Source: an optimization exercise on an open RTL-to-GDS flow (aim: a short achievable clock period and few clock cycles). Production flows keep margins and buffers that such runs may drop.
Function was not checked in any run shown here: the RTL went through the layout flow alone.
Power and IR drop assume default switching activity.

File: flow/design.v
`timescale 1ns / 1ps
module ALU( 
    input [31:0] input1,
    input [31:0] input2,
    input [3:0] ALUCtrl,
    output [31:0] ALU_result,
	 output zero
    );
	assign ALU_result = (ALUCtrl == 4'b0000) ? input1 & input2 :
							  (ALUCtrl == 4'b0001) ? input1 | input2 :
							  (ALUCtrl == 4'b0010) ? input1 + input2 :
							  (ALUCtrl == 4'b0110) ? input1 - input2 : 
							  (ALUCtrl == 4'b0111) ? {31'b0, ($signed(input1) < $signed(input2))} : 32'b0;
	assign zero = ALU_result == 0;
endmodule
`timescale 1ns / 1ps
module ALU_control(
    input [5:0] funct,
    input [1:0] ALUOp,
    output reg [3:0] ALUCtrl
    );
	always @(*) begin
		ALUCtrl = 4'b1111;
		begin
			if(ALUOp == 2'b00) begin
				ALUCtrl = 4'b0010;  
			end
			else if(ALUOp == 2'b01) begin
				ALUCtrl = 4'b0110;
			end
			else if(ALUOp == 2'b10) begin
				case (funct)
					6'b100000: ALUCtrl = 4'b0010;
					6'b100010: ALUCtrl = 4'b0110;
					6'b100100: ALUCtrl = 4'b0000;
					6'b100101: ALUCtrl = 4'b0001;
					6'b101010: ALUCtrl = 4'b0111;
				endcase
			end
		end
	end
endmodule
`timescale 1ns / 1ps
module Control(
    input [5:0] opCode,
    output RegDst,
    output ALUSrc,
    output MemtoReg,
    output RegWrite,
    output MemRead,
    output MemWrite,
    output Branch,
    output [1:0] ALUOp
    );
	assign RegDst = (opCode == 6'b00_0000) ? 1 :
						 (opCode == 6'b10_0011) ? 0 :
						 (opCode == 6'b10_1011) ? 0 :  
						 (opCode == 6'b00_0100) ? 0 : 0;  
	assign ALUSrc = (opCode == 6'b00_0000) ? 0 :
						 (opCode == 6'b10_0011) ? 1 :
						 (opCode == 6'b10_1011) ? 1 : 
						 (opCode == 6'b00_0100) ? 0 : 0; 
	assign MemtoReg = (opCode == 6'b00_0000) ? 0 :
						 (opCode == 6'b10_0011) ? 1 :
						 (opCode == 6'b10_1011) ? 0 :  
						 (opCode == 6'b00_0100) ? 0 : 0;  
	assign RegWrite = (opCode == 6'b00_0000) ? 1 :
						 (opCode == 6'b10_0011) ? 1 :
						 (opCode == 6'b10_1011) ? 0 : 
						 (opCode == 6'b00_0100) ? 0 : 0;
	assign MemRead = (opCode == 6'b00_0000) ? 0 :
						 (opCode == 6'b10_0011) ? 1 :
						 (opCode == 6'b10_1011) ? 0 :
						 (opCode == 6'b00_0100) ? 0 : 0; 
	assign MemWrite = (opCode == 6'b00_0000) ? 0 :
						 (opCode == 6'b10_0011) ? 0 :
						 (opCode == 6'b10_1011) ? 1 : 
						 (opCode == 6'b00_0100) ? 0 : 0; 
	assign Branch = (opCode == 6'b00_0000) ? 0 :
						 (opCode == 6'b10_0011) ? 0 :
						 (opCode == 6'b10_1011) ? 0 : 
						 (opCode == 6'b00_0100) ? 1 : 0; 
	assign ALUOp = (opCode == 6'b00_0000) ? 2'b10 :
						 (opCode == 6'b10_0011) ? 2'b00 :
						 (opCode == 6'b10_1011) ? 2'b00 : 
						 (opCode == 6'b00_0100) ? 2'b01 : 2'b00; 
endmodule
`timescale 1ns / 1ps
module Mux32(
    input [31:0] input_l,
    input [31:0] input_h,
    input sel,
    output [31:0] mux_output
    );
	assign mux_output = (sel == 1'b1) ? input_h : input_l;
endmodule
`timescale 1ns / 1ps
module Mux5(
    input [4:0] input_l,
    input [4:0] input_h,
    input sel,
    output [4:0] mux_output
    );
	assign mux_output = (sel == 1'b1) ? input_h : input_l;
endmodule
`timescale 1ns / 1ps
module PC(
    input clk,
    input rst,
    input [31:0] pc_next,
    output reg [31:0] pc_now
    );
always @(posedge clk or posedge rst) begin
	if(rst == 1'b1) begin
		pc_now <= 32'b0;
	end
	else begin
		pc_now <= pc_next;
	end
end
endmodule
`timescale 1ns / 1ps
module Registers(
	 input clk,
    input [4:0] read_reg1,
    input [4:0] read_reg2,
    input [4:0] write_reg,
    input [31:0] write_data,
    input RegWrite,
    output [31:0] read_data1,
    output [31:0] read_data2
    );
	 reg [31:0] reg_mem[1:31];  
	 assign read_data1 = (read_reg1 == 5'b00000) ? 32'd0 : reg_mem[read_reg1];
	 assign read_data2 = (read_reg2 == 5'b00000) ? 32'd0 : reg_mem[read_reg2];
	 always @(posedge clk) begin
		if(RegWrite == 1'b1 && write_reg != 5'b00000) begin
			reg_mem[write_reg] <= write_data;
		end
	 end
endmodule
`timescale 1ns / 1ps
module Shift_left_2(
    input [31:0] sl_input,
    output [31:0] sl_output
    );
	assign sl_output = {sl_input[29:0] , 2'b0};
endmodule
`timescale 1ns / 1ps
module Sign_extend(
    input [15:0] inst,
    output [31:0] extended_inst
    );
	assign extended_inst = {{16{inst[15]}}, inst};
endmodule
`timescale 1ns / 1ps
module add4_32(
    input [31:0] add_input,
    output [31:0] add_output
    );
	assign add_output = add_input + 32'd4;
endmodule
module ks_add #(parameter W = 32) (
    input  [W-1:0] a,
    input  [W-1:0] b,
    input          cin,
    output [W-1:0] s
    );
	localparam L = $clog2(W);
	wire [W-1:0] g [0:L];
	wire [W-1:0] p [0:L];
	wire [W-1:0] x = a ^ b;
	assign g[0] = (a & b) | {{(W-1){1'b0}}, x[0] & cin};
	assign p[0] = x;
	genvar k, i;
	generate
		for (k = 1; k <= L; k = k + 1) begin : lvl
			for (i = 0; i < W; i = i + 1) begin : bit_
				if (i >= (1 << (k-1))) begin : comb
					assign g[k][i] = g[k-1][i] | (p[k-1][i] & g[k-1][i - (1 << (k-1))]);
					assign p[k][i] = p[k-1][i] & p[k-1][i - (1 << (k-1))];
				end else begin : pass
					assign g[k][i] = g[k-1][i];
					assign p[k][i] = p[k-1][i];
				end
			end
		end
	endgenerate
	assign s = x ^ {g[L][W-2:0], cin};
endmodule
`timescale 1ns / 1ps
module theProcessor(clk,
                    rst,
                    imem_addr,
                    imem_rdata,
                    dmem_addr,
                    dmem_wdata,
                    dmem_we,
                    dmem_rdata);
    input clk;
    input rst;
   output [31:0] imem_addr;
    input [31:0] imem_rdata;
   output [31:0] dmem_addr;
   output [31:0] dmem_wdata;
   output dmem_we;
    input [31:0] dmem_rdata;
   reg  [31:0] pc;
   reg  [31:0] pc_o;          
   reg         id_valid;
   reg  [31:0] id_ir;
   reg  [31:0] id_pc;
   reg         ex_we;         
   reg         ex_lw;
   reg         ex_sw;
   reg         ex_br;         
   reg  [4:0]  ex_dst;
   reg  [31:0] ex_a;          
   reg  [31:0] ex_b;          
   reg  [31:0] ex_bx;         
   reg  [31:0] ex_sd;         
   reg  [31:0] ex_target;
   reg         ex_sub;        
   reg         ex_slt;
   reg         ex_and;
   reg         ex_or;
   reg         ex_add;        
   reg         ex_fa_s;       
   reg         ex_fa_l;       
   reg         ex_fb_s;       
   reg         ex_fb_l;       
   reg         ex_fs_s;       
   reg         ex_fs_l;       
   reg         ex_fs_ld;      
   reg         mem_we;
   reg         mem_lw;
   reg         mem_sw;
   reg  [4:0]  mem_dst;
   reg         mem_issum;     
   reg  [31:0] mem_sum;       
   reg  [31:0] mem_lg;        
   reg  [31:0] mem_wdata;
   reg         wb_we;
   reg  [4:0]  wb_dst;
   reg  [31:0] wb_val;
   reg  [31:0] rf [1:31];
   reg  [3:0]  fold_v;
   reg  [31:4] fold_key [0:3];
   reg  [31:2] fold_tgt [0:3];
   reg         last_seq;      
   reg         fw_go;         
   reg  [31:2] fw_at;
   wire [29:0] pc_w4;
   assign pc_w4 = pc[31:2] + 30'd1;
   wire [31:0] pc4 = {pc_w4, 2'b00};
   wire [5:0]  f_op = imem_rdata[31:26];
   wire        f_uncond = ~f_op[5] & f_op[2] &
                          (imem_rdata[25:21] == imem_rdata[20:16]) &
                          (|imem_rdata[15:0]);
   wire [16:0] f_lo;
   ks_add #(17) f_add (.a({1'b0, pc[17:2]}), .b({1'b0, imem_rdata[15:0]}),
                       .cin(1'b1), .s(f_lo));
   wire [13:0] up = pc[31:18];
   wire [13:0] up_p, up_m;
   ks_add #(14) up_inc (.a(up), .b(14'd0), .cin(1'b1), .s(up_p));
   ks_add #(14) up_dec (.a(up), .b(14'h3fff), .cin(1'b0), .s(up_m));
   wire        c16 = f_lo[16];
   wire        neg = imem_rdata[15];
   wire [13:0] f_up = ({14{ c16 & ~neg}} & up_p) |
                      ({14{~c16 &  neg}} & up_m) |
                      ({14{c16 == neg}}  & up);
   wire [31:0] f_target = {f_up, f_lo[15:0], 2'b00};
   wire [1:0]  fi = pc[3:2];
   wire        fold_hit = fold_v[fi] & (fold_key[fi] == pc[31:4]);
   wire [31:0] fold_target = {fold_tgt[fi], 2'b00};
   wire [5:0]  op  = id_ir[31:26];
   wire [4:0]  rs  = id_ir[25:21];
   wire [4:0]  rt  = id_ir[20:16];
   wire [4:0]  rd  = id_ir[15:11];
   wire [5:0]  fn  = id_ir[5:0];
   wire [31:0] sext = {{16{id_ir[15]}}, id_ir[15:0]};
   wire is_r   = ~op[5] & ~op[2];
   wire is_beq = ~op[5] &  op[2];
   wire is_lw  =  op[5] & ~op[3];
   wire is_sw  =  op[5] &  op[3];
   wire is_mem = op[5];
   wire imm_nz    = |id_ir[15:0];
   wire br_cond   = is_beq & (rs != rt);
   wire [4:0] dst = is_r ? rd : rt;
   wire       we  = (is_r | is_lw) & (dst != 5'd0);
   wire       sub = is_r & (fn[1] | fn[3]);
   wire use_rt = is_r | br_cond;
   wire [29:0] id_tw;
   ks_add #(30) id_add (.a(id_pc[31:2]), .b(sext[29:0]), .cin(1'b1), .s(id_tw));
   wire [31:0] id_target = {id_tw, 2'b00};
   wire rs_ex  = ex_we & (ex_dst == rs);
   wire rs_mem = mem_we & (mem_dst == rs);
   wire rs_wb  = wb_we & (wb_dst == rs);
   wire rt_ex  = ex_we & (ex_dst == rt);
   wire rt_mem = mem_we & (mem_dst == rt);
   wire rt_wb  = wb_we & (wb_dst == rt);
   wire [31:0] mem_res = mem_issum ? mem_sum : mem_lg;
   wire [31:0] mem_val = mem_lw ? dmem_rdata : mem_res;
   wire [31:0] rf_rs = (rs == 5'd0) ? 32'd0 : rf[rs];
   wire [31:0] rf_rt = (rt == 5'd0) ? 32'd0 : rf[rt];
   wire [31:0] rs_val = rs_mem ? mem_val : rs_wb ? wb_val : rf_rs;
   wire [31:0] rt_val = rt_mem ? mem_val : rt_wb ? wb_val : rf_rt;
   wire [31:0] b_val  = is_mem ? sext : rt_val;
   wire [31:0] a  = ({32{ex_fa_s}} & mem_sum) | ({32{ex_fa_l}} & mem_lg) |
                    ({32{~ex_fa_s & ~ex_fa_l}} & ex_a);
   wire [31:0] bo = ({32{ex_fb_s}} & mem_sum) | ({32{ex_fb_l}} & mem_lg) |
                    ({32{~ex_fb_s & ~ex_fb_l}} & ex_b);                       
   wire [31:0] bx = ({32{ex_fb_s}} & (mem_sum ^ {32{ex_sub}})) |
                    ({32{ex_fb_l}} & (mem_lg ^ {32{ex_sub}})) |
                    ({32{~ex_fb_s & ~ex_fb_l}} & ex_bx);                      
   wire [31:0] sdata = ({32{ex_fs_ld}} & dmem_rdata) |
                       ({32{ex_fs_s}} & mem_sum) | ({32{ex_fs_l}} & mem_lg) |
                       ({32{~ex_fs_ld & ~ex_fs_s & ~ex_fs_l}} & ex_sd);
   wire [31:0] sum;
   ks_add #(32) alu_add (.a(a), .b(bx), .cin(ex_sub), .s(sum));
   wire        lt  = (a[31] ^ bo[31]) ? a[31] : sum[31];
   wire [31:0] lg  = ({32{ex_and}} & (a & bo)) |
                     ({32{ex_or}}  & (a | bo)) |
                     {31'd0, ex_slt & lt};
   wire fa_id = ~ex_fa_s & ~ex_fa_l;
   wire fb_id = ~ex_fb_s & ~ex_fb_l;
   wire ex_eq = (fa_id & fb_id & (ex_a == ex_b)) |
                (ex_fa_s & fb_id & (mem_sum == ex_b)) |
                (ex_fa_l & fb_id & (mem_lg == ex_b)) |
                (fa_id & ex_fb_s & (ex_a == mem_sum)) |
                (fa_id & ex_fb_l & (ex_a == mem_lg)) |
                (ex_fa_s & ex_fb_s) | (ex_fa_l & ex_fb_l);
   wire ex_redirect = ex_br & ex_eq;
   wire id_live  = id_valid & ~ex_redirect;
   wire load_use = id_live & ex_lw & (rs_ex | (use_rt & rt_ex));
   wire id_go    = id_live & ~load_use;      
   wire s_ex   = ex_redirect;
   wire s_hold = ~ex_redirect & load_use;
   wire s_f    = ~ex_redirect & ~load_use & f_uncond;
   wire s_fold = ~ex_redirect & ~load_use & ~f_uncond & fold_hit;
   wire s_seq  = ~ex_redirect & ~load_use & ~f_uncond & ~fold_hit;
   wire [31:0] pc_o_next = ({32{s_ex}}   & ex_target) |
                           ({32{s_hold}} & pc_o) |
                           ({32{s_fold}} & fold_target) |
                           ({32{s_seq}}  & pc4) |
                           ({32{s_f}}    & f_target);
   assign imem_addr  = pc_o;
   assign dmem_addr  = mem_sum;
   assign dmem_wdata = mem_wdata;
   assign dmem_we    = mem_sw;
   always @(posedge clk or posedge rst) begin
      if (rst) begin
         pc       <= 32'd0;
         pc_o     <= 32'd0;
         id_valid <= 1'b0;
         fold_v   <= 4'd0;
         last_seq <= 1'b0;
         fw_go    <= 1'b0;
         ex_we    <= 1'b0;
         ex_lw    <= 1'b0;
         ex_sw    <= 1'b0;
         ex_br    <= 1'b0;
         mem_we   <= 1'b0;
         mem_lw   <= 1'b0;
         mem_sw   <= 1'b0;
         wb_we    <= 1'b0;
      end else begin
         if (ex_redirect) begin
            pc       <= ex_target;
            id_valid <= 1'b0;
            last_seq <= 1'b0;
         end else if (load_use) begin
         end else if (f_uncond) begin
            pc       <= f_target;
            id_valid <= 1'b0;
            last_seq <= 1'b0;
         end else if (fold_hit) begin
            pc       <= fold_target;
            id_valid <= 1'b1;
            last_seq <= 1'b0;
         end else begin
            pc       <= pc4;
            id_valid <= 1'b1;
            last_seq <= 1'b1;
         end
         pc_o  <= pc_o_next;
         fw_go <= s_f & last_seq;
         if (fw_go) fold_v[fw_at[3:2]] <= 1'b1;
         ex_we <= id_go & we;
         ex_lw <= id_go & is_lw;
         ex_sw <= id_go & is_sw;
         ex_br <= id_go & br_cond & imm_nz;
         mem_we <= ex_we;
         mem_lw <= ex_lw;
         mem_sw <= ex_sw;
         wb_we  <= mem_we;
      end
   end
   always @(posedge clk) begin
      if (~load_use) begin
         id_ir   <= imem_rdata;
         id_pc   <= pc;
      end
      fw_at <= id_pc[31:2];
      if (fw_go) begin
         fold_key[fw_at[3:2]] <= fw_at[31:4];
         fold_tgt[fw_at[3:2]] <= pc[31:2];
      end
      ex_dst    <= dst;
      ex_a      <= rs_val;
      ex_b      <= b_val;
      ex_bx     <= b_val ^ {32{sub}};
      ex_sd     <= rt_val;
      ex_target <= id_target;
      ex_sub    <= sub;
      ex_slt    <= is_r & fn[3];
      ex_and    <= is_r & ~fn[3] & fn[2] & ~fn[0];
      ex_or     <= is_r & ~fn[3] & fn[2] & fn[0];
      ex_add    <= is_mem | (is_r & ~fn[3] & ~fn[2]);
      ex_fa_s   <= rs_ex & ex_add;
      ex_fa_l   <= rs_ex & ~ex_add;
      ex_fb_s   <= rt_ex & ~is_mem & ex_add;
      ex_fb_l   <= rt_ex & ~is_mem & ~ex_add;
      ex_fs_s   <= rt_ex & ~ex_lw & ex_add;
      ex_fs_l   <= rt_ex & ~ex_lw & ~ex_add;
      ex_fs_ld  <= rt_ex & ex_lw;
      mem_dst   <= ex_dst;
      mem_issum <= ex_add;
      mem_sum   <= sum;
      mem_lg    <= lg;
      mem_wdata <= sdata;
      wb_dst    <= mem_dst;
      wb_val    <= mem_val;
      if (wb_we) rf[wb_dst] <= wb_val;
   end
endmodule
File: flow/flow/run.sh
#!/bin/bash
set -euo pipefail
bash standard.sh SETUP_SLACK_MARGIN=6 finish > standard_flow.log 2>&1
File: flow/standard.sh
#!/bin/bash
# synth_recipe.tcl (not shown) runs the flow's synth.tcl, then flattens the netlist and writes it again
# the make line also repeats each setting of config.mk as NAME=value (left out here)
make -C /OpenROAD-flow-scripts/flow DESIGN_CONFIG=/design/flow/config.mk WORK_HOME=/design/flow/orfs CLKGATE_MAP_FILE= SYNTH_SCRIPT=/design/flow/synth_recipe.tcl "${@:-finish}"
File: flow/config.mk
export PLATFORM = sky130hd
export DESIGN_NAME = theProcessor
export DESIGN_NICKNAME = theProcessor
export VERILOG_FILES = /design/flow/design.v
export SDC_FILE = /design/flow/constraint.sdc
export NUM_CORES = 4
export LEC_CHECK = 0
export ABC_CLOCK_PERIOD_IN_PS = 1000
export CAP_MARGIN = 20
export CORE_MARGIN = 2
export CORE_UTILIZATION = 40
export SETUP_SLACK_MARGIN = 5
export SLEW_MARGIN = 20
export TNS_END_PERCENT = 100
File: flow/constraint.sdc
create_clock -name core_clock -period 9.0 [get_ports {clk}]
set_input_delay 1.8000 -clock core_clock [delete_from_list [all_inputs] [get_ports {clk}]]
set_output_delay 1.8000 -clock core_clock [all_outputs]
set_load 0.01 [all_outputs]
==> results of run 1 <==
[state kept, by name, summed over array words and instances, names as in the netlist, 32 cells and up, named ones only]
name	flops
rf	992
fold_tgt	120
fold_key	112
ex_a	32
ex_b	32
ex_bx	32
ex_sd	32
mem_lg	32
mem_sum	32
mem_wdata	32
pc_o	32
wb_val	32
[power groups by stage]
stage	Sequential [mW]	Combinational (mW)	Clock [mW]
after global routing	11.1	7.43	8.05
after detailed placement	11.3	5.13	0
after floorplan	10.5	3.61	0
after CTS	11.0	6.48	7.72
final	11.0	7.07	7.65
after global placement	11.3	5.10	0
[cells in the mapped netlist (33+ instances only)]
| library cell | n | area [sq um] |
|---|---|---|
| nor3_1 | 43 | 215 |
| clkbuf_1 | 322 | 1210 |
| dfrtp_1 | 77 | 1930 |
| xor2_1 | 205 | 1800 |
| mux2i_1 | 201 | 2010 |
| a22oi_1 | 36 | 270 |
| o22ai_1 | 43 | 269 |
| inv_1 | 122 | 458 |
| nand4_1 | 36 | 225 |
| a21o_1 | 62 | 465 |
| a221o_1 | 38 | 380 |
| a21boi_0 | 33 | 248 |
| mux4_2 | 597 | 13400 |
| a21oi_1 | 307 | 1540 |
| nand3_1 | 67 | 335 |
| o21ai_1 | 60 | 300 |
| ha_1 | 82 | 1030 |
| edfxtp_1 | 1283 | 38500 |
| a22o_1 | 35 | 307 |
| dfxtp_1 | 354 | 7090 |
| a211oi_1 | 89 | 668 |
| nand2_1 | 223 | 837 |
| buf_2 | 48 | 240 |
| a222oi_1 | 33 | 330 |
| nor4_1 | 50 | 313 |
| nor2_1 | 309 | 1160 |
| o21ai_0 | 90 | 450 |
| buf_1 | 51 | 191 |
| xnor2_1 | 143 | 1250 |
[layout by cell type (no fill, tap or decap), types with 35 or more instances in the layout]
cell | synthesis | layout
buf_6 | 6 | 140
a21oi_2 | 0 | 40
mux4_2 | 597 | 597
nand3_1 | 67 | 57
clkbuf_1 | 322 | 36
a211oi_1 | 89 | 71
o21ai_2 | 0 | 61
mux2i_1 | 201 | 170
buf_16 | 0 | 51
dfrtp_1 | 77 | 69
a21o_1 | 62 | 60
nand4_1 | 36 | 36
nor3_1 | 43 | 38
edfxtp_1 | 1283 | 1283
dfxtp_2 | 0 | 84
clkdlybuf4s50_1 | 0 | 36
buf_12 | 0 | 73
nor2_1 | 309 | 271
nor2_4 | 0 | 35
dfxtp_4 | 0 | 47
clkbuf_16 | 0 | 198
o21ai_0 | 90 | 52
clkinv_2 | 0 | 35
a21oi_1 | 307 | 245
ha_1 | 82 | 54
dfxtp_1 | 354 | 223
xnor2_1 | 143 | 131
buf_4 | 1 | 324
a221o_1 | 38 | 37
xor2_1 | 205 | 201
nand2_1 | 223 | 201
inv_1 | 122 | 110
a22o_1 | 35 | 35
[per-layer routing]
layer | up-vias | global-route usage
li1 | 22300 | -
met1 | 28200 | 0.372
met2 | 3455 | 0.420
met3 | 692 | 0.0511
met4 | 0 | 0.124
met5 | - | 0
[stage by stage]
stage / area (sq um) / total power [mW]
3_5_place_dp: 85100 / 16.5
2_1_floorplan: 80800 / 14.2
4_1_cts: 97700 / 25.2
3_3_place_gp: 85100 / 16.4
5_1_grt: 100000 / 26.6
6_report: 100000 / 25.7
[cell type report]
cell class	count	area share
sequential	1714	0.478
multi-input combinational	3113	0.335
timing repair buffer	722	0.0871
clock buffer	236	0.0499
tap	2656	0.0332
clock inverter	97	0.0109
inverter	123	0.00527
timing repair inverter	6	0.00125
antenna	2	0.0000500
[worst max-delay path: cells and delay by family]
family                     cells  cell delay, ps
AOI/OAI and AO/OA              9            1720
and+or+nand+nor                6             920
adders and majority gates      3             660
buffers and inverters          3             190
[how the worst max path moves through the flow]
| stage | startpoint | end | slack (ps) |
|---|---|---|---|
| finish | imem_rdata[0] | pc[30]$_DFFE_PP0P_ | 4360 |
| global route | imem_rdata[0] | pc[30]$_DFFE_PP0P_ | 4270 |
| CTS | imem_rdata[0] | pc[30]$_DFFE_PP0P_ | 4500 |
| detailed placement | imem_rdata[0] | pc[30]$_DFFE_PP0P_ | 2640 |
| global placement | imem_rdata[0] | pc[30]$_DFFE_PP0P_ | 2610 |
| floorplan | imem_rdata[0] | pc_o[30]$_DFF_PP0_ | 3820 |
[cell families (layout without fill, tap and decap cells)]
| logic type | Yosys count | count (layout) | synth area share |
|---|---|---|---|
| simple gates | 857 | 862 | 0.0496 |
| mux | 822 | 822 | 0.196 |
| buf+inv | 551 | 1184 | 0.0272 |
| xor+xnor | 348 | 348 | 0.0380 |
| flops | 1714 | 1714 | 0.593 |
| other cells | 0 | 2 | 0 |
| fa+ha+maj | 86 | 86 | 0.0138 |
| compound gates | 992 | 995 | 0.0819 |
[repair_timing]
| action | in CTS | in global routing |
|---|---|---|
| buffers inserted | 280 | 102 |
| endpoints found under the setup margin | 403 | 560 |
| resized for setup | 1180 | 266 |
| pin swaps | 134 | 138 |
| cloned | 60 | 14 |
==> run notes, run 1 <==
* Cell with the biggest individual delay on the critical path: or4_4
* Via count of the first global-routing pass at 52300
* Wire length on met2 at 131 mm
* Result of the run: complete, no violations
* Post-route worst hold slack at 358 ps
* Worst clock skew on the final layout at 64.1 ps
* Library cell used as clock root buffer: clkbuf_16
* Register area share after synthesis at 0.593
* Wire length on met1 at 111 mm
* First-pass GRT wire length at 395 mm
* Remaining Overflow, GRT at 0
* Pint at 17.5 mW
* Vertical die dimension at 452 um
* Number of nets in the synthesized netlist at 5522
* Leakage power at 35.8 nW
* Total iterations of the first detailed-routing run at 9
* Post-layout worst setup margin at 4360 ps
* Layout area overhead at 24.9%
* Clock tree buffer depth at 3
* Power density over cell area at 257 mW/mm^2
* Post-route insts no fill at 8669
* Filler cells at 16500
* Top routing layer used: met4
* Maximum number of pins on one net before global-route repair at 65
* Number of instances in the placed design at 7877
* Data arrival at the endpoint of the critical path at 5320 ps
* Final worst path period share at 0.516
* CTS H-tree depth at 4
* HPWL Detailed at 159 mm
* Type of the most critical hold path: flop to flop
* Sequential cell area at 0.0478 sq mm
* Shortest clock period the worst path allows after layout at 4640 ps
* TritonCTS clock tree: done
* Fmax achieved at 0.215 GHz
* Starting density of the core at 0.402
* Post-Place Setup Slack at 2640 ps
* Sink Count at 1714
* Global router's overall resource usage at 0.271
* Proportion of power drawn by the clock network at 0.297
* First DRT Iteration DRCs at 7612
* Max-cap violations at 0
* Source-to-sink clock delay at the later pin of the worst-skew pair at 850 ps
* Area of the mapped netlist at 0.0801 sq mm
* Warnings from Yosys at 5
* Sw frac at 0.322
* Met3 routed wirelength at 29.2 mm
* Sequence of cells on the critical path: buf_12 > inv_12 > ha_4 > inv_2 > fa_2 > a211oi_2 > nor2_2 > or4_4 > nand2_4 > o31ai_4 > o41ai_2 > o21bai_1 > a21o_1 > ha_4 > and2_4 > a41oi_2 > nor2_1 > a31oi_1 > a31oi_1 > o31ai_2 > nand3_1
* Clock transition at the registers of the reported paths at 60 ps
* TritonCTS buffer count at 181
* Post-synthesis cell count at 5370
* Top-level port count at 163
* Maximum VDD drop at 0.000194 V
* Worst hold path startpoint: ex_sw$_DFF_PP0_
* Share of power burned in combinational logic at 0.275
* # setup viols final at 0
* Setup repair after global routing missed its margin: yes
* Initial antenna violation count at 2
* Total Wirelength at 287 mm
* Ratio of cells with drive above 1 in the final layout at 0.360
* Data required time at the worst endpoint at 9680 ps
* Delay contributed by the slowest stage of the critical path at 440 ps
* Register bit total from synthesis at 1714
* Critical Setup Path Class: primary input to flop
* # hold bufs at CTS at 0
* Setup crit start kind: primary input
* Mean cell area of the mapped netlist at 14.9 sq um
* Post-synth EDFFs at 1283
* Hold path depth at 0
* DIE WIDTH at 452 um
* WL/cell at 33.1 um
* Part of the power in registers at 0.428
* Sw power at 8.28 mW
* DRC violation count after routing at 0
* Vias per cell at 6.30
* Predominant post-synthesis flop cell: edfxtp_1
* Final Net Count at 6013
* Number of unique standard cell types used by synthesis at 80
* Critical Path End Type: flop
* Final number of hold-violating endpoints at 0
* Critical register-to-register path endpoint: pc[30]$_DFFE_PP0P_
* Hold Path Sink: mem_sw$_DFF_PP0_
* Number of nets still failing antenna checks after routing at 0
* Die outline area at 0.204 sq mm
* Multi-input gate area in the final layout at 0.0335 sq mm
* Routability Congestion at 0.964
* Worst Tran Pin Value at 1220 ps
* CORE AREA at 0.199 sq mm
* Slew margin rel. at 0.186
* Std-Cell Rows at 164
* Count of pins over their slew limit at 0
* Setup TNS at 0 ps
* Depth of the worst register-to-register path at 20
* Final core utilization at 0.502
* Count of vias placed by the detailed router at 54600
* Source of the worst register-to-register timing path: pc[2]$_DFFE_PP0P_
* Crit Path Max Fanout at 3
* Port Buf Inserts at 159
* R2r setup slk at 4610 ps
* Proportion of register bits with asynchronous set or reset after synthesis at 0.0449
==> run 2: changes to the inputs <==
--- a/flow/design.v
+++ b/flow/design.v
@@ -164,9 +164,10 @@
     input  [W-1:0] a,
     input  [W-1:0] b,
     input          cin,
-    output [W-1:0] s
+    output [W-1:0] s,
+    output [W-1:0] c          
     );
-	localparam L = $clog2(W);
+	localparam L = 5;         
 	wire [W-1:0] g [0:L];
 	wire [W-1:0] p [0:L];
 	wire [W-1:0] x = a ^ b;
@@ -186,7 +187,8 @@
 			end
 		end
 	endgenerate
-	assign s = x ^ {g[L][W-2:0], cin};
+	assign c = {g[L][W-2:0], cin};
+	assign s = x ^ c;
 endmodule
 `timescale 1ns / 1ps
 module theProcessor(clk,
@@ -257,19 +259,10 @@
    wire        f_uncond = ~f_op[5] & f_op[2] &
                           (imem_rdata[25:21] == imem_rdata[20:16]) &
                           (|imem_rdata[15:0]);
-   wire [16:0] f_lo;
-   ks_add #(17) f_add (.a({1'b0, pc[17:2]}), .b({1'b0, imem_rdata[15:0]}),
-                       .cin(1'b1), .s(f_lo));
-   wire [13:0] up = pc[31:18];
-   wire [13:0] up_p, up_m;
-   ks_add #(14) up_inc (.a(up), .b(14'd0), .cin(1'b1), .s(up_p));
-   ks_add #(14) up_dec (.a(up), .b(14'h3fff), .cin(1'b0), .s(up_m));
-   wire        c16 = f_lo[16];
-   wire        neg = imem_rdata[15];
-   wire [13:0] f_up = ({14{ c16 & ~neg}} & up_p) |
-                      ({14{~c16 &  neg}} & up_m) |
-                      ({14{c16 == neg}}  & up);
-   wire [31:0] f_target = {f_up, f_lo[15:0], 2'b00};
+   wire [29:0] f_tw;
+   ks_add #(30) f_add (.a(pc[31:2]), .b({{14{imem_rdata[15]}}, imem_rdata[15:0]}),
+                       .cin(1'b1), .s(f_tw));
+   wire [31:0] f_target = {f_tw, 2'b00};
    wire [1:0]  fi = pc[3:2];
    wire        fold_hit = fold_v[fi] & (fold_key[fi] == pc[31:4]);
    wire [31:0] fold_target = {fold_tgt[fi], 2'b00};
@@ -316,9 +309,10 @@
    wire [31:0] sdata = ({32{ex_fs_ld}} & dmem_rdata) |
                        ({32{ex_fs_s}} & mem_sum) | ({32{ex_fs_l}} & mem_lg) |
                        ({32{~ex_fs_ld & ~ex_fs_s & ~ex_fs_l}} & ex_sd);
-   wire [31:0] sum;
-   ks_add #(32) alu_add (.a(a), .b(bx), .cin(ex_sub), .s(sum));
-   wire        lt  = (a[31] ^ bo[31]) ? a[31] : sum[31];
+   wire [31:0] sum, carry;
+   ks_add #(32) alu_add (.a(a), .b(bx), .cin(ex_sub), .s(sum), .c(carry));
+   wire        c31 = carry[31];
+   wire        lt  = ~((~a[31] & ~bx[31]) | ((a[31] ^ bx[31]) & c31));
    wire [31:0] lg  = ({32{ex_and}} & (a & bo)) |
                      ({32{ex_or}}  & (a | bo)) |
                      {31'd0, ex_slt & lt};
==> flow/flow/run.sh (replaced) <==
#!/bin/bash
set -euo pipefail
bash standard.sh SETUP_SLACK_MARGIN=5.7 finish > standard_flow.log 2>&1
==> run 2 against run 1 <==
Clock power grew 0.5%; die area grew 0.29%; core utilization shrank 1.5 points; global-route usage shrank 1.5 points; cell count shrank 2.3%; routed wire length shrank 5.4%; maximum frequency grew 17%; setup slack gained 690 ps; register-to-register slack gained 490 ps; synthesized cell count shrank 0.89%.
==> run notes, run 2 <==
* Result of the run: complete, no violations
* Power density over cell area at 263 mW/mm^2 (+2.1%)
* Fraction of met2 tracks used by global routing at 0.404 (-0.0158)
* Fmax achieved at 0.253 GHz (+17%)
* Area of the mapped netlist at 0.0804 sq mm (+0.30%)
* Vias per cell at 6.20 (-1.6%)
* DRC violation count after routing at 0 (unchanged)
* Initial antenna violation count at 7 (+5)
* Setup crit start kind: primary input
* Worst Tran Pin Value at 1120 ps (-103 ps)
* Register area share after synthesis at 0.591 (-0.00176)
* Library cell used as clock root buffer: clkbuf_16
* Sink Count at 1714 (unchanged)
* Source-to-sink clock delay at the later pin of the worst-skew pair at 860 ps (about the same)
* Vertical die dimension at 452 um (+0.15%)
* Via count of the first global-routing pass at 51500 (-1.5%)
* M1 GR Usage at 0.347 (-0.0244)
* Data arrival at the endpoint of the critical path at 4690 ps (-630 ps)
* Clock tree buffer depth at 3 (unchanged)
* Mean cell area of the mapped netlist at 15.1 sq um (+1.2%)
* Crit Path Max Fanout at 3 (unchanged)
* Ratio of cells with drive above 1 in the final layout at 0.323 (-0.0370)
* Count of pins over their slew limit at 0 (unchanged)
* Layout area overhead at 21.0%
* CORE AREA at 0.200 sq mm (+0.10%)
* Routing usage on met3 at 0.0426 (-0.00855)
* Cell with the biggest individual delay on the critical path: or4_1
* Filler cells at 16700 (+1.2%)
* CTS H-tree depth at 4 (unchanged)
* TritonCTS clock tree: done
* CP most frequent cell: o211ai_1
* Synth area leader: edfxtp_1
* Proportion of register bits with asynchronous set or reset after synthesis at 0.0449 (unchanged)
* Post-route worst hold slack at 362 ps (+3.91 ps)
* Maximum VDD drop at 0.000200 V (+3.3%)
* Register bit total from synthesis at 1714 (unchanged)
* Leading cell type by number of instances after synthesis: edfxtp_1
* # hold bufs at CTS at 0 (unchanged)
* Count of vias placed by the detailed router at 52600 (-3.8%)
* Std-Cell Rows at 164 (unchanged)
* # setup viols final at 0 (unchanged)
* Type of the most critical hold path: flop to flop
* Total iterations of the first detailed-routing run at 9 (unchanged)
* Routability Congestion at 0.943 (-2.3%)
* Number of flip-flops in the largest register at 992 (unchanged)
* Warnings from Yosys at 3 (-2)
* First-pass GRT wire length at 377 mm (-4.5%)
* Number of unique standard cell types used by synthesis at 79 (-1.3%)
* Clock transition at the registers of the reported paths at 60 ps (about the same)
* Starting density of the core at 0.403 (+0.000784)
* Die outline area at 0.205 sq mm (+0.29%)
* Delay contributed by the slowest stage of the critical path at 430 ps (about the same)
* Top-level port count at 163 (unchanged)
* Critical Setup Path Class: primary input to flop
* Post-synthesis cell count at 5322 (-0.89%)
* Number of nets in the synthesized netlist at 5482 (-0.72%)
* DIE WIDTH at 452 um (+0.15%)
* Largest register by flop count: rf
* Max-cap violations at 0 (unchanged)
* Worst clock skew on the final layout at 85.2 ps (+21.1 ps)
* WL/cell at 32.1 um (-3.2%)
* Predominant post-synthesis flop cell: edfxtp_1
* Synth cell count leaders: edfxtp_1, mux4_2, dfxtp_1
* Final worst path period share at 0.439 (-0.0768)
* Leakage power at 34.3 nW (-4.2%)
* Setup repair after global routing missed its margin: yes
* Cell types occupying the most area after synthesis: edfxtp_1, mux4_2, dfxtp_1, dfrtp_1, mux2i_1
* Total Wirelength at 272 mm (-5.4%)
* Remaining Overflow, GRT at 0 (unchanged)
* Final number of hold-violating endpoints at 0 (unchanged)
* Share of the synthesized area in the top cell type at 0.479 (-0.00143)
* Gr busiest metal: met2
* Port Buf Inserts at 159 (unchanged)
* Shortest clock period the worst path allows after layout at 3950 ps (-691 ps)
* First DRT Iteration DRCs at 6842 (-10%)
* Data required time at the worst endpoint at 9740 ps (+60 ps)
* Number of nets still failing antenna checks after routing at 0 (unchanged)
* Slew margin rel. at 0.255 (+0.0688)
* Maximum number of pins on one net before global-route repair at 92 (+42%)
* Leading cell types in the layout, fill and taps excluded: edfxtp_1, mux4_2, buf_4, dfxtp_1, nand2_1
* Most common library cell in the layout ignoring fill and taps: edfxtp_1
* Final Net Count at 5821 (-3.2%)
* Post-synth EDFFs at 1283 (unchanged)
* HPWL Detailed at 156 mm (-2.1%)
* Global router's overall resource usage at 0.256 (-0.0155)
* Setup TNS at 0 ps (unchanged)
* TritonCTS buffer count at 184 (+1.7%)
* Critical Path End Type: flop
* Sequence of cells on the critical path: buf_12 > inv_12 > ha_4 > inv_2 > fa_2 > a211o_1 > a21oi_2 > o211ai_1 > a221oi_2 > o221a_2 > nor3_4 > or4_1 > nand3_2 > o211ai_1 > o211a_1
[run 2: cell families after synthesis]
logic type,synth area share
flip-flops,0.591
AO/OA/AOI/OAI,0.0827
multiplexers,0.197
AND/OR/NAND/NOR,0.0478
buffers and inverters,0.0274
XOR/XNOR,0.0381
adder cells (fa/ha/maj),0.0151
[run 2: final timing paths]
path / cells after the start / to / startpoint / slack [ps]
worst min register to register: 0 / mem_dst[0]$_DFF_P_ / ex_dst[0]$_DFF_P_ / 360
worst min-delay path: 0 / mem_dst[0]$_DFF_P_ / ex_dst[0]$_DFF_P_ / 360
max in group asynchronous: 3 / pc[19]$_DFFE_PP0P_ / rst / 6250
min in group asynchronous: 2 / fold_v[1]$_DFFE_PP0P_ / rst / 1320
worst max register to register: 20 / mem_lg[0]$_DFF_P_ / ex_fb_s$_DFF_P_ / 5100
worst max-delay path: 15 / pc_o[28]$_DFF_PP0_ / imem_rdata[0] / 5050
[run 2: power breakdown]
group	total, mW	internal [mW]	switching, mW
logic	6.91	3.14	3.76
registers	10.9	9.77	1.17
clock network	7.69	4.39	3.29
[run 2: final cells by class]
class                      count  area [sq um]  share of cell area
tap                         2656          3320              0.0342
clock buffer                 246          5040              0.0518
timing repair inverter         2          17.5            0.000180
antenna                        6          15.0            0.000154
multi-input combinational   3070         33100               0.341
sequential                  1714         47800               0.491
inverter                     128           543             0.00558
timing repair buffer         561          6320              0.0650
clock inverter                88          1060              0.0109
[run 2: per-layer routing]
layer  vias to the layer above  wire, um
met5                         -         7
met4                         2     14300
met3                       602     23300
met2                      2793    127000
met1                     27300    107000
li1                      21800         -
[run 2: per-stage QoR]
stage	instance area, sq um	worst slack (ps)	power, mW	cells	utilization
floorplan	80800	4660	14.1	5322	-
global placement	85100	3560	16.4	7831	0.426
finish	97200	5050	25.5	8471	0.487
global route	97200	5010	26.4	8467	0.487
detailed placement	85100	3510	16.5	7831	0.426
CTS	95500	5110	25.1	8383	0.478
[run 2: critical path: cells and delay by family]
family	cells	cell delay [ps]
buffers and inverters	3	210
and+or+nand+nor	3	600
AOI/OAI and AO/OA	7	1610
adders and majority gates	2	470
[run 2: repair_timing]
item | in CTS | in global routing
gates resized for setup | 892 | 199
pin swaps | 124 | 127
setup endpoints to repair | 394 | 201
setup buffers | 186 | 66
cloned | 32 | 15
==> run 3: changes to the inputs <==
--- a/flow/design.v
+++ b/flow/design.v
@@ -311,8 +311,7 @@
                        ({32{~ex_fs_ld & ~ex_fs_s & ~ex_fs_l}} & ex_sd);
    wire [31:0] sum, carry;
    ks_add #(32) alu_add (.a(a), .b(bx), .cin(ex_sub), .s(sum), .c(carry));
-   wire        c31 = carry[31];
-   wire        lt  = ~((~a[31] & ~bx[31]) | ((a[31] ^ bx[31]) & c31));
+   wire        lt  = (a[31] ^ bo[31]) ? a[31] : sum[31];
    wire [31:0] lg  = ({32{ex_and}} & (a & bo)) |
                      ({32{ex_or}}  & (a | bo)) |
                      {31'd0, ex_slt & lt};
==> run 3 against run 2 <==
Critical path depth up 4; cell area down 0.67%; setup slack better by 120 ps; clock power about the same; flip-flop and latch count unchanged; count of clock-buffer cells in the layout down 3; non-clock buffer count down 41; via count down 0.53%; core utilization down 0.33 points; first-iteration DRC count up 10%; critical path type is now flop to flop; largest cell class unchanged.
==> run notes, run 3 <==
* Result of the run: complete, no violations
* Worst clock skew on the final layout at 55.0 ps (-30.2 ps)
* Cell types occupying the most area after synthesis: edfxtp_1, mux4_2, dfxtp_1, dfrtp_1, xor2_1
* # setup viols final at 0 (unchanged)
* Warnings from Yosys at 3 (unchanged)
* Starting density of the core at 0.402 (about the same)
* Area of the mapped netlist at 0.0803 sq mm (about the same)
* Clock transition at the registers of the reported paths at 70 ps (about the same)
* Data required time at the worst endpoint at 9750 ps (about the same)
* Power density over cell area at 262 mW/mm^2 (-0.18%)
* Std-Cell Rows at 164 (unchanged)
* Post-synth EDFFs at 1283 (unchanged)
* Global router's overall resource usage at 0.255 (-0.000338)
* TritonCTS buffer count at 183 (-0.54%)
* Setup TNS at 0 ps (unchanged)
* Total Wirelength at 271 mm (about the same)
* Post-Place Setup Slack at 3460 ps (-50.2 ps)
* Via count of the first global-routing pass at 50900 (-1.1%)
* Post-synthesis cell count at 5285 (-0.70%)
* Largest register by flop count: rf
* Final Net Count at 5748 (-1.3%)
* Register bit total from synthesis at 1714 (unchanged)
* Setup crit start kind: flop
* HPWL Detailed at 157 mm (+0.71%)
* Proportion of register bits with asynchronous set or reset after synthesis at 0.0449 (unchanged)
* Library cell used as clock root buffer: clkbuf_16
* Synth cell count leaders: edfxtp_1, mux4_2, dfxtp_1
* Sink Count at 1714 (unchanged)
* Count of pins over their slew limit at 0 (unchanged)
* First DRT Iteration DRCs at 7531 (+10%)
* # hold bufs at CTS at 0 (unchanged)
* Shortest clock period the worst path allows after layout at 3830 ps (-125 ps)
* CORE AREA at 0.200 sq mm (unchanged)
* Clock tree buffer depth at 3 (unchanged)
* Filler cells at 16700 (+0.22%)
* Port Buf Inserts at 159 (unchanged)
* Final core utilization at 0.484 (-0.00327)
* Vertical die dimension at 452 um (about the same)
* Number of nets still failing antenna checks after routing at 0 (unchanged)
* Fmax achieved at 0.261 GHz (+3.3%)
* Most common library cell in the layout ignoring fill and taps: edfxtp_1
* Leading cell types in the layout, fill and taps excluded: edfxtp_1, mux4_2, dfxtp_1, nand2_1, nor2_1
* Vias per cell at 6.22 (+0.23%)
* Number of flip-flops in the largest register at 992 (unchanged)
* Final worst path period share at 0.425 (-0.0139)
* Data arrival at the endpoint of the critical path at 4580 ps (-110 ps)
* Type of the most critical hold path: flop to flop
* WL/cell at 32.3 um (+0.70%)
* Post-layout worst setup margin at 5170 ps (+125 ps)
* Maximum number of pins on one net before global-route repair at 83 (-9.8%)
* Synth area leader: edfxtp_1
* Remaining Overflow, GRT at 0 (unchanged)
* Crit Path Max Fanout at 5 (+2)
* Predominant post-synthesis flop cell: edfxtp_1
* Source-to-sink clock delay at the later pin of the worst-skew pair at 850 ps (about the same)
* DRC violation count after routing at 0 (unchanged)
* Number of instances in the placed design at 7809 (-0.28%)
* Top-level port count at 163 (unchanged)
* Initial antenna violation count at 11 (+4)
* Area of all placed cells without fillers at 0.0966 sq mm (-0.67%)
* Register area share after synthesis at 0.592 (about the same)
* Mean cell area of the mapped netlist at 15.2 sq um (+0.63%)
* Ratio of cells with drive above 1 in the final layout at 0.316 (-0.00765)
* First-pass GRT wire length at 375 mm (-0.69%)
* Die outline area at 0.204 sq mm (about the same)
* Count of vias placed by the detailed router at 52300 (-0.53%)
* Critical Path End Type: flop
* Critical Setup Path Class: flop to flop
* Post-layout total power at 25.3 mW (-0.85%)
* Layout area overhead at 20.3%
* Worst Tran Pin Value at 1100 ps (-15.5 ps)
* Instance area after placement at 0.0852 sq mm (about the same)
* Maximum VDD drop at 0.000230 V (+15%)
* Max-cap violations at 0 (unchanged)
* Final number of hold-violating endpoints at 0 (unchanged)
* Post-route worst hold slack at 376 ps (+13.5 ps)
* Share of the synthesized area in the top cell type at 0.480 (about the same)
* Number of unique standard cell types used by synthesis at 79 (unchanged)
* Leading cell type by number of instances after synthesis: edfxtp_1
* Number of nets in the synthesized netlist at 5446 (-0.66%)
* DIE WIDTH at 452 um (about the same)
* Setup repair after global routing missed its margin: yes
* Slew margin rel. at 0.265 (+0.0103)
* Total iterations of the first detailed-routing run at 18 (+9)
* Post-route insts no fill at 8407 (-0.76%)
* Leakage power at 33.7 nW (-1.7%)
* TritonCTS clock tree: done
* CTS H-tree depth at 4 (unchanged)
* Routability Congestion at 0.965 (+2.4%)
==> run 3: worst paths after layout <==
kind                                 start             endpoint  slack, ps  cells after the start
setup / recovery           ex_fb_s$_DFF_P_  mem_sum[20]$_DFF_P_       5170                     19
setup reg to reg           ex_fb_s$_DFF_P_  mem_sum[20]$_DFF_P_       5170                     19
min in group asynchronous              rst    pc_o[5]$_DFF_PP0_       1400                      2
max in group asynchronous              rst    pc[3]$_DFFE_PP0P_       6270                      3
hold / removal             ex_sw$_DFF_PP0_     mem_sw$_DFF_PP0_        380                      0
hold reg to reg            ex_sw$_DFF_PP0_     mem_sw$_DFF_PP0_        380                      0
==> run 3: cell families after synthesis <==
logic type,after synthesis,synth area share
adders and majority gates,95,0.0152
AOI/OAI and AO/OA,938,0.0802
DFF,1714,0.592
buffers and inverters,537,0.0265
xor gates and xnor gates,353,0.0385
muxes,853,0.202
and+or+nand+nor,795,0.0456
==> run 3: power breakdown <==
| part | internal [mW] | switching, mW | total (mW) |
|---|---|---|---|
| Sequential | 9.80 | 1.18 | 11.0 |
| Combinational | 3.01 | 3.62 | 6.63 |
| Clock | 4.39 | 3.33 | 7.71 |
| Total | 17.2 | 8.12 | 25.3 |
==> run 3: final cells by class <==
type,count,area (sq um),share of cell area
clock buffer,243,5010,0.0518
sequential,1714,47800,0.495
tap,2656,3320,0.0344
inverter,130,519,0.00538
clock inverter,102,1140,0.0119
timing repair buffer,520,5900,0.0610
multi-input combinational,3037,32900,0.341
timing repair inverter,1,7.51,0.0000777
antenna,4,10.0,0.000104
==> run 3: repair_timing <==
action                     4_1_cts  5_1_grt
cloned                          25       20
setup buffers                  155       49
pin swaps                       94      105
setup endpoints to repair      393      192
gates resized for setup        841      157
==> run 3: layer usage <==
| metal | GRT usage | wire length (um) |
|---|---|---|
| met5 | 0 | 7 |
| met1 | 0.346 | 106000 |
| met4 | 0.128 | 15500 |
| met3 | 0.0433 | 24300 |
| met2 | 0.398 | 126000 |
==> run 3: worst max-delay path, cell delays in order (launching register included) <==
cell,delay (ps)
dfxtp_4,350
buf_12,140
buf_8,120
a22o_1,200
a22oi_1,130
a21boi_2,220
fa_2,270
inv_2,50
fa_2,380
a211oi_2,280
o21ai_1,110
a21oi_2,260
o41ai_4,80
buf_4,160
buf_6,120
a21o_1,140
a21o_1,200
a31oi_4,290
nand3_2,130
o311ai_4,90
==> run 4: changes to the inputs <==
--- a/flow/design.v
+++ b/flow/design.v
@@ -164,10 +164,9 @@
     input  [W-1:0] a,
     input  [W-1:0] b,
     input          cin,
-    output [W-1:0] s,
-    output [W-1:0] c          
+    output [W-1:0] s
     );
-	localparam L = 5;         
+	localparam L = $clog2(W);
 	wire [W-1:0] g [0:L];
 	wire [W-1:0] p [0:L];
 	wire [W-1:0] x = a ^ b;
@@ -187,8 +186,7 @@
 			end
 		end
 	endgenerate
-	assign c = {g[L][W-2:0], cin};
-	assign s = x ^ c;
+	assign s = x ^ {g[L][W-2:0], cin};
 endmodule
 `timescale 1ns / 1ps
 module theProcessor(clk,
@@ -258,11 +256,21 @@
    wire [5:0]  f_op = imem_rdata[31:26];
    wire        f_uncond = ~f_op[5] & f_op[2] &
                           (imem_rdata[25:21] == imem_rdata[20:16]) &
-                          (|imem_rdata[15:0]);
-   wire [29:0] f_tw;
-   ks_add #(30) f_add (.a(pc[31:2]), .b({{14{imem_rdata[15]}}, imem_rdata[15:0]}),
-                       .cin(1'b1), .s(f_tw));
-   wire [31:0] f_target = {f_tw, 2'b00};
+                          (|imem_rdata[15:0]) & f_short;
+   wire        f_short = (imem_rdata[15:7] == 9'h000) | (imem_rdata[15:7] == 9'h1ff);
+   wire [8:0]  f_lo;
+   ks_add #(9) f_add (.a({1'b0, pc[9:2]}), .b({1'b0, imem_rdata[7:0]}),
+                      .cin(1'b1), .s(f_lo));
+   wire [21:0] up = pc[31:10];
+   wire [21:0] up_p, up_m;
+   ks_add #(22) up_inc (.a(up), .b(22'd0), .cin(1'b1), .s(up_p));
+   ks_add #(22) up_dec (.a(up), .b(22'h3fffff), .cin(1'b0), .s(up_m));
+   wire        c8  = f_lo[8];
+   wire        neg = imem_rdata[7];
+   wire [21:0] f_up = ({22{ c8 & ~neg}} & up_p) |
+                      ({22{~c8 &  neg}} & up_m) |
+                      ({22{c8 == neg}}  & up);
+   wire [31:0] f_target = {f_up, f_lo[7:0], 2'b00};
    wire [1:0]  fi = pc[3:2];
    wire        fold_hit = fold_v[fi] & (fold_key[fi] == pc[31:4]);
    wire [31:0] fold_target = {fold_tgt[fi], 2'b00};
@@ -283,6 +291,8 @@
    wire       we  = (is_r | is_lw) & (dst != 5'd0);
    wire       sub = is_r & (fn[1] | fn[3]);
    wire use_rt = is_r | br_cond;
+   wire id_long  = is_beq & (rs == rt) & imm_nz &
+                   ~((id_ir[15:7] == 9'h000) | (id_ir[15:7] == 9'h1ff));
    wire [29:0] id_tw;
    ks_add #(30) id_add (.a(id_pc[31:2]), .b(sext[29:0]), .cin(1'b1), .s(id_tw));
    wire [31:0] id_target = {id_tw, 2'b00};
@@ -309,8 +319,8 @@
    wire [31:0] sdata = ({32{ex_fs_ld}} & dmem_rdata) |
                        ({32{ex_fs_s}} & mem_sum) | ({32{ex_fs_l}} & mem_lg) |
                        ({32{~ex_fs_ld & ~ex_fs_s & ~ex_fs_l}} & ex_sd);
-   wire [31:0] sum, carry;
-   ks_add #(32) alu_add (.a(a), .b(bx), .cin(ex_sub), .s(sum), .c(carry));
+   wire [31:0] sum;
+   ks_add #(32) alu_add (.a(a), .b(bx), .cin(ex_sub), .s(sum));
    wire        lt  = (a[31] ^ bo[31]) ? a[31] : sum[31];
    wire [31:0] lg  = ({32{ex_and}} & (a & bo)) |
                      ({32{ex_or}}  & (a | bo)) |
@@ -327,13 +337,16 @@
    wire id_live  = id_valid & ~ex_redirect;
    wire load_use = id_live & ex_lw & (rs_ex | (use_rt & rt_ex));
    wire id_go    = id_live & ~load_use;      
+   wire id_redirect = id_live & id_long;
    wire s_ex   = ex_redirect;
    wire s_hold = ~ex_redirect & load_use;
-   wire s_f    = ~ex_redirect & ~load_use & f_uncond;
-   wire s_fold = ~ex_redirect & ~load_use & ~f_uncond & fold_hit;
-   wire s_seq  = ~ex_redirect & ~load_use & ~f_uncond & ~fold_hit;
+   wire s_id   = ~ex_redirect & ~load_use & id_redirect;
+   wire s_f    = ~ex_redirect & ~load_use & ~id_redirect & f_uncond;
+   wire s_fold = ~ex_redirect & ~load_use & ~id_redirect & ~f_uncond & fold_hit;
+   wire s_seq  = ~ex_redirect & ~load_use & ~id_redirect & ~f_uncond & ~fold_hit;
    wire [31:0] pc_o_next = ({32{s_ex}}   & ex_target) |
                            ({32{s_hold}} & pc_o) |
+                           ({32{s_id}}   & id_target) |
                            ({32{s_fold}} & fold_target) |
                            ({32{s_seq}}  & pc4) |
                            ({32{s_f}}    & f_target);
@@ -363,6 +376,10 @@
             id_valid <= 1'b0;
             last_seq <= 1'b0;
          end else if (load_use) begin
+         end else if (id_redirect) begin
+            pc       <= id_target;
+            id_valid <= 1'b0;
+            last_seq <= 1'b0;
          end else if (f_uncond) begin
             pc       <= f_target;
             id_valid <= 1'b0;
==> flow/flow/run.sh (replaced) <==
#!/bin/bash
set -euo pipefail
bash standard.sh SETUP_SLACK_MARGIN=6 finish > standard_flow.log 2>&1
==> run 4 against run 3 <==
Largest cell class unchanged; clock power rose by 2.6%; flip-flop and latch count did not move; clock skew rose by 18 ps; sequential power barely moved; combinational power rose by 9.0%; still clean; largest power group unchanged; non-clock buffer count rose by 218; setup slack got worse by 120 ps; area after synthesis rose by 0.55%; critical path depth rose by 2; total power rose by 3.6%; critical endpoint is now pc[24]$_DFFE_PP0P_; synthesized cell count rose by 2.9%; die area rose by 0.54%.
==> run notes, run 4 <==
* Result of the run: complete, no violations
* CTS H-tree depth at 4 (unchanged)
* CP most frequent cell: nand2_1
* Final Net Count at 6056 (+5.4%)
* Vertical die dimension at 453 um (+0.27%)
* Source-to-sink clock delay at the later pin of the worst-skew pair at 840 ps (about the same)
* Final core utilization at 0.506 (+0.0218)
* Part of the power in registers at 0.423 (-0.011)
* Clock tree buffer depth at 3 (unchanged)
* Leading cell types in the layout, fill and taps excluded: edfxtp_1, mux4_2, buf_4, nand2_1, nor2_1
* Depth of the worst register-to-register path at 10 (-9)
* Data arrival at the endpoint of the critical path at 4720 ps (+140 ps)
* Setup repair after global routing missed its margin: yes
* Count of vias placed by the detailed router at 55500 (+6.1%)
* Type of the most critical hold path: flop to flop
* Routing usage on met3 at 0.0639 (+0.0206)
* Routability Congestion at 0.955 (-1.0%)
* Data required time at the worst endpoint at 9770 ps (+20 ps)
* Number of nets still failing antenna checks after routing at 0 (unchanged)
* Setup TNS at 0 ps (unchanged)
* Proportion of power drawn by the clock network at 0.302 (-0.003)
* Sw frac at 0.327 (+0.00602)
* Post-layout worst setup margin at 5060 ps (-116 ps)
* Proportion of register bits with asynchronous set or reset after synthesis at 0.0449 (unchanged)
* DIE WIDTH at 453 um (+0.27%)
* Number of unique standard cell types used by synthesis at 84 (+6.3%)
* WL/cell at 33.8 um (+4.9%)
* Number of buffers and inverters on the critical path at 5 (unchanged)
* Register area share after synthesis at 0.589 (-0.00323)
* Power density over cell area at 259 mW/mm^2 (-1.2%)
* Total Wirelength at 295 mm (+8.8%)
* # setup viols final at 0 (unchanged)
* Remaining Overflow, GRT at 0 (unchanged)
* Leading cell type by number of instances after synthesis: edfxtp_1
* Leakage power at 35.9 nW (+6.7%)
* Critical Setup Path Class: primary input to flop
* Critical Path End Type: flop
* Hold path depth at 0 (unchanged)
* Critical register-to-register path endpoint: pc[25]$_DFFE_PP0P_
* Vias per cell at 6.36 (+2.3%)
* Worst Tran Pin Value at 1250 ps (+152 ps)
* Pint at 17.7 mW (+2.7%)
* Starting density of the core at 0.403 (+0.000962)
* Synth area leader: edfxtp_1
* TritonCTS buffer count at 184 (+0.55%)
* Largest delay share family, worst path: compound AO/OA/AOI/OAI gates
* Sw power at 8.57 mW (+5.5%)
* Gr busiest metal: met2
* Total iterations of the first detailed-routing run at 7 (-11)
* R2r setup slk at 5070 ps (-100 ps)
* Cell types occupying the most area after synthesis: edfxtp_1, mux4_2, dfxtp_1, dfrtp_1, mux2i_1
* Layout area overhead at 25.4%
* Cell with the biggest individual delay on the critical path: fa_2
* CORE AREA at 0.200 sq mm (+0.31%)
* Final worst path period share at 0.438 (+0.0129)
* Sink Count at 1714 (unchanged)
* Post-synth EDFFs at 1283 (unchanged)
* Maximum number of pins on one net before global-route repair at 68 (-18%)
* Worst clock skew on the final layout at 73.2 ps (+18.3 ps)
* Initial antenna violation count at 8 (-3)
* Library cell used as clock root buffer: clkbuf_16
* Slew margin rel. at 0.165 (-0.100)
* Instance area after placement at 0.0855 sq mm (+0.42%)
* Fraction of met2 tracks used by global routing at 0.419 (+0.0207)
* Mean cell area of the mapped netlist at 14.9 sq um (-2.3%)
* Share of power burned in combinational logic at 0.276 (+0.014)
* TritonCTS clock tree: done
* Area of the mapped netlist at 0.0808 sq mm (+0.55%)
* DRC violation count after routing at 0 (unchanged)
* First DRT Iteration DRCs at 7803 (+3.6%)
* Top-level port count at 163 (unchanged)
* Shortest clock period the worst path allows after layout at 3940 ps (+116 ps)
* Register bit total from synthesis at 1714 (unchanged)
* Worst hold path startpoint: id_pc[25]$_DFFE_PN_
* Delay contributed by the slowest stage of the critical path at 340 ps (-40 ps)
* Predominant post-synthesis flop cell: edfxtp_1
* Largest register by flop count: rf
* Area of all placed cells without fillers at 0.101 sq mm (+4.8%)
* Crit Path Max Fanout at 7 (+2)
* Warnings from Yosys at 5 (+2)
* Final number of hold-violating endpoints at 0 (unchanged)
* Count of pins over their slew limit at 0 (unchanged)
* Fmax achieved at 0.254 GHz (-3.0%)
* Port Buf Inserts at 159 (unchanged)
* Hold Path Sink: fw_at[25]$_DFF_P_
* Post-synthesis cell count at 5437 (+2.9%)
* Sequence of cells on the critical path: buf_12 > inv_12 > ha_4 > inv_2 > fa_2 > nand2_1 > nand2_1 > a21oi_2 > o21bai_1 > a21oi_2 > o21bai_1 > a21o_1 > inv_2 > ha_4 > nand4_1 > o22ai_2 > o2111ai_2 > buf_4 > nand2_1 > a21oi_1 > o31ai_1
* Synth cell count leaders: edfxtp_1, mux4_2, dfxtp_1
* Die outline area at 0.206 sq mm (+0.54%)
* Number of flip-flops in the largest register at 992 (unchanged)
* Source of the worst register-to-register timing path: pc[12]$_DFFE_PP0P_
* Std-Cell Rows at 164 (unchanged)
* Share of the synthesized area in the top cell type at 0.477 (-0.00262)
* Setup crit start kind: primary input
* Maximum VDD drop at 0.000200 V (-13%)
* Most common library cell in the layout ignoring fill and taps: edfxtp_1
* Via count of the first global-routing pass at 53100 (+4.2%)
* Global router's overall resource usage at 0.277 (+0.0218)
* Ratio of cells with drive above 1 in the final layout at 0.368 (+0.0525)
* Post-Place Setup Slack at 3100 ps (-357 ps)
* First-pass GRT wire length at 404 mm (+7.8%)
* Number of nets in the synthesized netlist at 5581 (+2.5%)
* Max-cap violations at 0 (unchanged)
* Clock transition at the registers of the reported paths at 60 ps (about the same)
* M1 GR Usage at 0.377 (+0.0309)
* HPWL Detailed at 161 mm (+2.8%)
-- run 4: cell count changes in the layout (fill, tap and decap cells not counted), sizes merged, moves of 19 or more --
cell and delta:
xor2 -44, clkdlybuf4s15 -47, nand2 +55, xnor2 +21, inv +25, buf +267
a222oi +19, a221oi +21
-- run 4: what timing repair did --
item,in CTS,in global routing
hold buffers,0,0
endpoints found under the setup margin,574,389
pin swaps,118,172
buffers inserted,276,121
endpoints found under the hold margin,0,0
resized for setup,1153,355
gates cloned,56,23
-- run 4: how the worst max path moves through the flow --
stage                               start                  to  cells after the start
after floorplan             imem_rdata[0]  pc[15]$_DFFE_PP0P_                     22
after global placement      imem_rdata[0]  pc[26]$_DFFE_PP0P_                     21
after detailed placement    imem_rdata[0]  pc[26]$_DFFE_PP0P_                     21
after CTS                 ex_fb_l$_DFF_P_   mem_lg[0]$_DFF_P_                     14
after global routing        imem_rdata[0]  pc[24]$_DFFE_PP0P_                     21
final                       imem_rdata[0]  pc[24]$_DFFE_PP0P_                     21
-- run 4: kinds of logic (layout without fill, tap and decap cells) --
logic type | count (synthesis) | after routing | share of synthesized area
DFF | 1714 | 1714 | 0.589
AOI/OAI and AO/OA | 991 | 993 | 0.0858
and+or+nand+nor | 869 | 871 | 0.0492
muxes | 843 | 843 | 0.198
buffers and inverters | 612 | 1231 | 0.0298
xor gates and xnor gates | 330 | 330 | 0.0358
adders and majority gates | 78 | 78 | 0.0125
other | 0 | 4 | 0
-- run 4: per-stage QoR --
step | hold WS (ps) | cells | total power, mW
finish | 349 | 8720 | 26.2
global route | 363 | 8719 | 27.0
CTS | 351 | 8572 | 25.5
detailed placement | 369 | 7906 | 16.5
global placement | 359 | 7906 | 16.4
floorplan | 331 | 5437 | 14.1
-- run 4: cell type report --
| type | instances | area (sq um) |
|---|---|---|
| inverter | 153 | 674 |
| tap | 2656 | 3320 |
| clock inverter | 103 | 1330 |
| antenna | 4 | 10.0 |
| timing repair buffer | 738 | 9080 |
| sequential | 1714 | 47900 |
| fill | 16400 | 99000 |
| multi-input combinational | 3115 | 33900 |
| timing repair inverter | 6 | 116 |
| clock buffer | 231 | 4980 |
-- run 4: power groups by stage --
stage | logic, mW | registers (mW) | clock network (mW)
4_1_cts | 6.49 | 11.0 | 7.99
6_report | 7.23 | 11.1 | 7.91
3_3_place_gp | 5.06 | 11.3 | 0
3_5_place_dp | 5.11 | 11.4 | 0
5_1_grt | 7.57 | 11.1 | 8.30
2_1_floorplan | 3.60 | 10.5 | 0
-- run 4: worst register-to-register path, cell delays in order, from the launching register on --
cell	delay [ps]
dfrtp_2	660
and3_1	420
nand3_1	410
nor3_2	450
nand3_1	360
or3_1	550
xnor2_1	160
mux2_4	310
a21o_1	160
a31oi_1	220
a22oi_1	110
-- run 4: layer usage --
| layer | share of wire | up-vias |
|---|---|---|
| met5 | 0.00016 | - |
| met4 | 0.061 | 8 |
| met3 | 0.11 | 690 |
| met2 | 0.45 | 3449 |
| met1 | 0.38 | 28800 |
| li1 | - | 22500 |

static timing again, ports no longer ideal:
The results above use ideal ports. As a check the final layouts listed here were re-extracted and re-timed, cells and wires unchanged. Step 1 sets driving cells, clkbuf_16 on the clock port and buf_2 on the other inputs (assumed; they add their load-dependent delay and slew). Step 2 also shifts input and output timing later by t, the mid clock arrival at the registers, as if the neighbouring blocks saw the same clock. Slacks: no drivers / after step 1 / after step 2; pairs: no drivers / after step 1.
run | shift t [ns] | setup slack, ns | slew at the worst register clock pin (ns)
run 1 | 0.903 | 4.358 / 4.393 / 3.490 | 0.07 / 0.07
run 2 | 0.908 | 5.049 / 5.084 / 4.175 | 0.07 / 0.07
run 3 | 0.908 | 5.174 / 5.174 / 4.560 | 0.07 / 0.07
run 4 | 0.908 | 5.057 / 5.067 / 4.172 | 0.07 / 0.07
After both steps setup and hold are still met in every run listed. For run 4, which loses most, drivers alone change the setup slack by +0.010 ns; drivers and shift together by -0.885 ns.
